Background: an optimization exercise with open tools, aiming at small area. Do not read the settings as production practice. Only simulation tests tie the RTL to the original design; equivalence was not proved. Power and IR drop assume default switching activity.

## vending_machine
module vending_machine (
	clk,
	reset_n,
	i_input_coin,
	i_select_item,
	i_trigger_return,
	o_available_item,
	o_output_item,
	o_return_coin
);
Size: about 30 flip-flops, ~1500 sq um of cells after synthesis.
==> flow/config.mk <==
export PLATFORM = sky130hd
export DESIGN_NAME = vending_machine
export DESIGN_NICKNAME = vending_machine
export VERILOG_FILES = /design/flow/design.v
export SDC_FILE = /design/flow/constraint.sdc
export NUM_CORES = 4
export LEC_CHECK = 0
export CAP_MARGIN = 20
export CORE_MARGIN = 2
export CORE_UTILIZATION = 40
export GPL_TIMING_DRIVEN = 0
export SLEW_MARGIN = 20
==> flow/constraint.sdc <==
create_clock -name core_clock -period 7.0 [get_ports {clk}]
set_input_delay 1.4000 -clock core_clock [delete_from_list [all_inputs] [get_ports {clk}]]
set_output_delay 1.4000 -clock core_clock [all_outputs]
set_load 0.01 [all_outputs]
standard.sh (not shown) runs the stock make flow with config.mk's settings and CLKGATE_MAP_FILE= SYNTH_SCRIPT=/design/flow/synth_recipe.tcl, a recipe that flattens the netlist after the stock synthesis.
==> flow/flow/run.sh <==
#!/bin/bash
# Own layout flow: the standard ORFS flow (standard.sh) with three changes.
#  - Synthesis runs the standard flow's synthesis script unchanged, except that ABC maps
#    the logic with flow/area.abc (deep AIG optimisation, then area-oriented
#    mapping) and Yosys's full/half-adder extraction is off
#    (ADDER_MAP_FILE empty). Registers are mapped before ABC, as before.
#  - Every port gets a buffer, of the smallest buffer cell (buf_1).
#  - The clock tree is built from clkbuf_4 cells, without dummy loads.
#  - Global placement is not timing-driven (the design meets timing with
#    room to spare), and the buffers synthesis puts on ports are removed at
#    floorplan instead.
set -euo pipefail
W=$PWD
cat "$W/flow/abc_override.tcl" "$W/synth_recipe.tcl" > "$W/own_synth.tcl"
export MY_ABC_SCRIPT="$W/flow/area.abc"
export BUFFER_PORTS_ARGS="-buffer_cell sky130_fd_sc_hd__buf_1"
export REMOVE_ABC_BUFFERS=1
export CTS_ARGS="-sink_clustering_enable -repair_clock_nets -dont_use_dummy_load -buf_list sky130_fd_sc_hd__clkbuf_4 -root_buf sky130_fd_sc_hd__clkbuf_4"
bash standard.sh SYNTH_SCRIPT="$W/own_synth.tcl" ADDER_MAP_FILE= finish > "$W/standard.log" 2>&1
==> flow/flow/abc_override.tcl <==
# Run ABC with the script named by MY_ABC_SCRIPT instead of ORFS's.
proc abc {args} {
  set i [lsearch -exact $args -script]
  if { $i >= 0 } { lset args [expr {$i + 1}] $::env(MY_ABC_SCRIPT) }
  yosys abc {*}$args
}
==> flow/flow/area.abc <==
strash
&get -n
&deepsyn -J 100 -T 100
&put
dch -f
amap
Edit:
--- a/flow/flow/run.sh
+++ b/flow/flow/run.sh
@@ -8,5 +8,2 @@
 #  - The clock tree is built from clkbuf_4 cells, without dummy loads.
-#  - Global placement is not timing-driven (the design meets timing with
-#    room to spare), and the buffers synthesis puts on ports are removed at
-#    floorplan instead.
 set -euo pipefail
@@ -16,3 +13,2 @@
 export BUFFER_PORTS_ARGS="-buffer_cell sky130_fd_sc_hd__buf_1"
-export REMOVE_ABC_BUFFERS=1
 export CTS_ARGS="-sink_clustering_enable -repair_clock_nets -dont_use_dummy_load -buf_list sky130_fd_sc_hd__clkbuf_4 -root_buf sky130_fd_sc_hd__clkbuf_4"
- GPL_TIMING_DRIVEN: 0 -> unset
Effect: The new run passed the timing, design-rule and antenna checks; first-iteration DRC count goes down by 14%; power goes down by 0.61%; area after synthesis does not change; core utilization goes down by 0.14 points; register-to-register slack improved by 0.14 ns; sequential power stays flat.

========
vending_machine, a different RTL version from the one above (not shown whole).
Size: roughly 21 I/O pins, roughly 2200 um2 of cells after synthesis.
Settings: LEC_CHECK=0, CAP_MARGIN=20, CORE_MARGIN=2, CORE_UTILIZATION=40, SLEW_MARGIN=20; clock period 7.0 ns.
run.sh (not shown) runs the stock make flow with config.mk's settings and CLKGATE_MAP_FILE= SYNTH_SCRIPT=/design/flow/synth_recipe.tcl, a recipe that flattens the netlist after the stock synthesis.
Stock flow here: none of the scripts above is used.
The baseline ran to the end with no violations.
==> next run, changes <==
==> flow/flow/run.sh (new file) <==
#!/bin/bash
# Own layout flow: the standard ORFS flow (standard.sh) with three changes.
#  - Synthesis runs the standard flow's synthesis script unchanged, except that ABC maps
#    the logic with flow/area.abc (deep AIG optimisation, then area-oriented
#    mapping) and Yosys's full/half-adder extraction is off
#    (ADDER_MAP_FILE empty). Registers are mapped before ABC, as before.
#  - Every port gets a buffer, of the smallest buffer cell (buf_1).
#  - The clock tree is built from clkbuf_4 cells, without dummy loads.
set -euo pipefail
W=$PWD
cat "$W/flow/abc_override.tcl" "$W/synth_recipe.tcl" > "$W/own_synth.tcl"
export MY_ABC_SCRIPT="$W/flow/area.abc"
export BUFFER_PORTS_ARGS="-buffer_cell sky130_fd_sc_hd__buf_1"
export CTS_ARGS="-sink_clustering_enable -repair_clock_nets -dont_use_dummy_load -buf_list sky130_fd_sc_hd__clkbuf_4 -root_buf sky130_fd_sc_hd__clkbuf_4"
bash standard.sh SYNTH_SCRIPT="$W/own_synth.tcl" ADDER_MAP_FILE= finish > "$W/standard.log" 2>&1
==> flow/flow/abc_override.tcl (new file) <==
# Run ABC with the script named by MY_ABC_SCRIPT instead of ORFS's.
proc abc {args} {
  set i [lsearch -exact $args -script]
  if { $i >= 0 } { lset args [expr {$i + 1}] $::env(MY_ABC_SCRIPT) }
  yosys abc {*}$args
}
==> flow/flow/area.abc (new file) <==
strash
&get -n
&deepsyn -J 100 -T 100
&put
dch -f
amap
==> flow/standard.sh (new file) <==
#!/bin/bash
# synth_recipe.tcl (not shown) runs the flow's synth.tcl, then flattens the netlist and writes it again
# the make line also repeats each setting of config.mk as NAME=value (left out here)
make -C /OpenROAD-flow-scripts/flow DESIGN_CONFIG=/design/flow/config.mk WORK_HOME=/design/flow/orfs CLKGATE_MAP_FILE= SYNTH_SCRIPT=/design/flow/synth_recipe.tcl "${@:-finish}"
removed: flow/run.sh
Outcome: Worst setup slack is worse by 0.40 ns. Final area decreases by about 25%. Clock skew came out higher by 0.0076 ns. Power is higher by about 5.5%. Cell count went down by 8.1%. Core utilization rose by 0.36 points. Via count went down by 8.3%. Fmax came out lower by 6.4%. Global-route usage is about the same. Area after synthesis falls by about 23%.
==> next run, changes <==
==> flow/flow/run.sh (replaced) <==
#!/bin/bash
# The standard ORFS layout (standard.sh), with two changes to what it inserts:
# the port buffers are the smallest buffer cell, and the clock tree is built
# from few buffers without dummy loads.
set -euo pipefail
export BUFFER_PORTS_ARGS="-buffer_cell sky130_fd_sc_hd__buf_1"
export CTS_ARGS="-sink_clustering_enable -repair_clock_nets -dont_use_dummy_load -sink_clustering_size 50 -sink_clustering_max_diameter 500 -buf_list sky130_fd_sc_hd__clkbuf_8 -root_buf sky130_fd_sc_hd__clkbuf_8"
bash standard.sh finish > standard.log 2>&1
removed: flow/flow/abc_override.tcl
removed: flow/flow/area.abc
What happened: Cell count climbs by a little under a tenth. Clock-buffer cell count is unchanged. Sequential power is lower by a little under a tenth. Maximum frequency came out higher by a few percent. Routed wire length rose by about a fifth. Power is lower by roughly a tenth. Global-route usage came out lower by 0.88 points.

==> re-timing with driven ports <==
How much do the figures lean on ideal ports? The routed layouts below were timed once more, with nothing changed but the port constraints. Step 1: set_driving_cell puts a clkbuf_16 on clk and a buf_2 on each other input, an assumption about the parent block. Step 2 times the ports against the registers' clock, not the clock port: input delays grow and output delays shrink by t, the midpoint of the rising clock arrivals with the driver on. Three values: no drivers, after step 1, after step 2; two values: the first two.
run | shift t [ns] | setup slack, ns | worst setup path at the end | worst slew at a driven data input, ns
the first run of note 1 | 0.335 | 2.143 / 2.143 / 1.829 | input to register | 0.03
the second run of note 1 | 0.340 | 2.281 / 2.281 / 2.030 | input to register | 0.03
the first run of note 2 | 0.302 | 1.205 / 1.205 / 1.055 | input to register | 0.03
the second run of note 2 | 0.348 | 0.810 / 0.810 / 0.810 | register to register | 0.03
the third run of note 2 | 0.300 | 0.982 / 0.982 / 0.954 | input to register | 0.03
After both steps setup and hold are still met in every run listed. For the first run of note 1, which loses most, drivers alone change the setup slack by 0.000 ns; drivers and shift together by -0.314 ns.
